Context: an optimization exercise on an open-source flow, tuned for small area. The choices shown serve that exercise and are no tape-out recipe. In this exercise RTL edits were held to simulation tests only and were not proved equivalent to the original. Power is estimated from default activity; no workload was simulated.

## top
module top(
	input						clk,
	input						rst_n,
	input 	[8-1:0]	pixel_in,
	input						valid_in,
	input	[2-1:0]color_in,
	input						last_col_in,
	input						last_pic_in,
	input	[3-1:0]	mode_in,
	output 	[8-1:0]	pixel_out,
	output						valid_out,
	output  [2-1:0]color_out,
	output						last_col_out,
	output						last_pic_out,
	output						finish_operation
);
==> flow/config.mk <==
export PLATFORM = sky130hd
export DESIGN_NAME = top
export DESIGN_NICKNAME = top
export VERILOG_FILES = /design/flow/design.v
export SDC_FILE = /design/flow/constraint.sdc
export NUM_CORES = 4
export LEC_CHECK = 0
export ABC_AREA = 1
export CAP_MARGIN = 20
export CORE_MARGIN = 2
export CORE_UTILIZATION = 40
export CTS_BUF_LIST = sky130_fd_sc_hd__clkbuf_8
export CTS_CLUSTER_DIAMETER = 50
export CTS_CLUSTER_SIZE = 16
export SLEW_MARGIN = 20
==> flow/constraint.sdc <==
create_clock -name core_clock -period 10.0 [get_ports {clk}]
set_input_delay 2.0000 -clock core_clock [delete_from_list [all_inputs] [get_ports {clk}]]
set_output_delay 2.0000 -clock core_clock [all_outputs]
set_load 0.01 [all_outputs]
standard.sh (not shown) runs the stock make flow with config.mk's settings and CLKGATE_MAP_FILE= SYNTH_SCRIPT=/design/flow/synth_recipe.tcl, a recipe that flattens the netlist after the stock synthesis.
==> flow/flow/run.sh <==
#!/bin/bash
# The standard layout with two changes:
# - the synthesis maps with an area-oriented ABC script (flow/abc_area.script);
#   everything else in it is the standard flow's own synthesis script (synth_recipe.tcl)
# - clock tree synthesis adds no dummy loads (inverters that drive nothing)
set -euo pipefail
HERE=$(pwd)
cat > "$HERE/area_synth.tcl" <<EOT
proc abc {args} {
  set i [lsearch -exact \$args -script]
  if {\$i >= 0} { set args [lreplace \$args [expr {\$i+1}] [expr {\$i+1}] $HERE/flow/abc_area.script] }
  yosys abc {*}\$args
}
source $HERE/synth_recipe.tcl
EOT
bash standard.sh SYNTH_SCRIPT="$HERE/area_synth.tcl" \
  CTS_ARGS="-sink_clustering_enable -repair_clock_nets -dont_use_dummy_load -sink_clustering_size 10 -sink_clustering_max_diameter 35 -buf_list sky130_fd_sc_hd__clkbuf_4" \
  finish > standard.log 2>&1
==> flow/flow/abc_area.script <==
strash
dch -f
amap
topo
stime -c
buffer -c
upsize -c
dnsize -c
The first run finished clean.
Edit:
--- a/flow/flow/run.sh
+++ b/flow/flow/run.sh
@@ -15,4 +15,4 @@
 EOT
 bash standard.sh SYNTH_SCRIPT="$HERE/area_synth.tcl" \
-  CTS_ARGS="-sink_clustering_enable -repair_clock_nets -dont_use_dummy_load -sink_clustering_size 10 -sink_clustering_max_diameter 35 -buf_list sky130_fd_sc_hd__clkbuf_4" \
+  CTS_ARGS="-sink_clustering_enable -repair_clock_nets -dont_use_dummy_load -sink_clustering_size 16 -sink_clustering_max_diameter 50 -buf_list sky130_fd_sc_hd__clkbuf_8" \
   finish > standard.log 2>&1
==> flow/flow/abc_area.script (replaced) <==
strash
dch -f
amap -m -F 3 -A 10
topo
stime -c
--- a/flow/config.mk
+++ b/flow/config.mk
@@ -9,7 +9,4 @@
 export CAP_MARGIN = 20
 export CORE_MARGIN = 2
-export CORE_UTILIZATION = 40
-export CTS_BUF_LIST = sky130_fd_sc_hd__clkbuf_8
-export CTS_CLUSTER_DIAMETER = 50
-export CTS_CLUSTER_SIZE = 16
+export CORE_UTILIZATION = 65
 export SLEW_MARGIN = 20
The new run finished clean.
Clock skew is lower by 22 ps.
Design area is lower by about 2%.
Global-route usage is higher by 12 points.
Edit:
--- a/flow/config.mk
+++ b/flow/config.mk
@@ -7,6 +7,6 @@
 export LEC_CHECK = 0
 export ABC_AREA = 1
-export CAP_MARGIN = 20
+export CAP_MARGIN = 0
 export CORE_MARGIN = 2
 export CORE_UTILIZATION = 65
-export SLEW_MARGIN = 20
+export SLEW_MARGIN = 0
Flip-flop and latch count is unchanged; final cell count barely changes; register-to-register slack stays flat; power is about the same; cell area is about the same; routed wire length is lower by 0.56%; non-clock buffer count is lower by 1; synthesized area does not change.
Edit:
--- a/flow/config.mk
+++ b/flow/config.mk
@@ -7,6 +7,6 @@
 export LEC_CHECK = 0
 export ABC_AREA = 1
-export CAP_MARGIN = 0
+export CAP_MARGIN = 20
 export CORE_MARGIN = 2
-export CORE_UTILIZATION = 65
-export SLEW_MARGIN = 0
+export CORE_UTILIZATION = 75
+export SLEW_MARGIN = 20
Effect: The changed run completed with no timing, DRC or antenna violations; via count went up by 4.6%; utilization went up by 10 points; critical path depth does not change; area after synthesis does not change; sequential power hardly moves; wire length went up by 6.2%; setup slack gets worse by 170 ps; worst hold slack gets better by 66 ps; cell area went down by 0.34%.

-- port drivers added, routing unchanged --
The flow's constraints put no driver on any port. The routed layouts listed below were extracted and timed again, unchanged, in two steps.
Step 1 assumes that a clkbuf_16 drives the clock port and a buf_2 every other input.
Step 2 adds t to the input delays and takes it off the output delays; t is the mean of the earliest and latest rising clock arrival at the registers after step 1. Input paths then give back, and output paths get back, about the clock's delay inside the block.
Slacks: ideal / step 1 / step 2; pairs: ideal / step 1.
run | t, ns | slack for setup (ns) | worst slew at a driven data input, ns | pins driven straight from the clock port
the first run | 1.064 | 0.892 / 0.892 / 0.892 | 0.05 | 1
the second run | 0.729 | 0.870 / 0.870 / 0.870 | 0.05 | 1
the third run | 0.725 | 0.868 / 0.868 / 0.868 | 0.05 | 1
the fourth run | 0.731 | 0.701 / 0.701 / 0.701 | 0.06 | 1
After both steps every run listed still meets setup and hold.
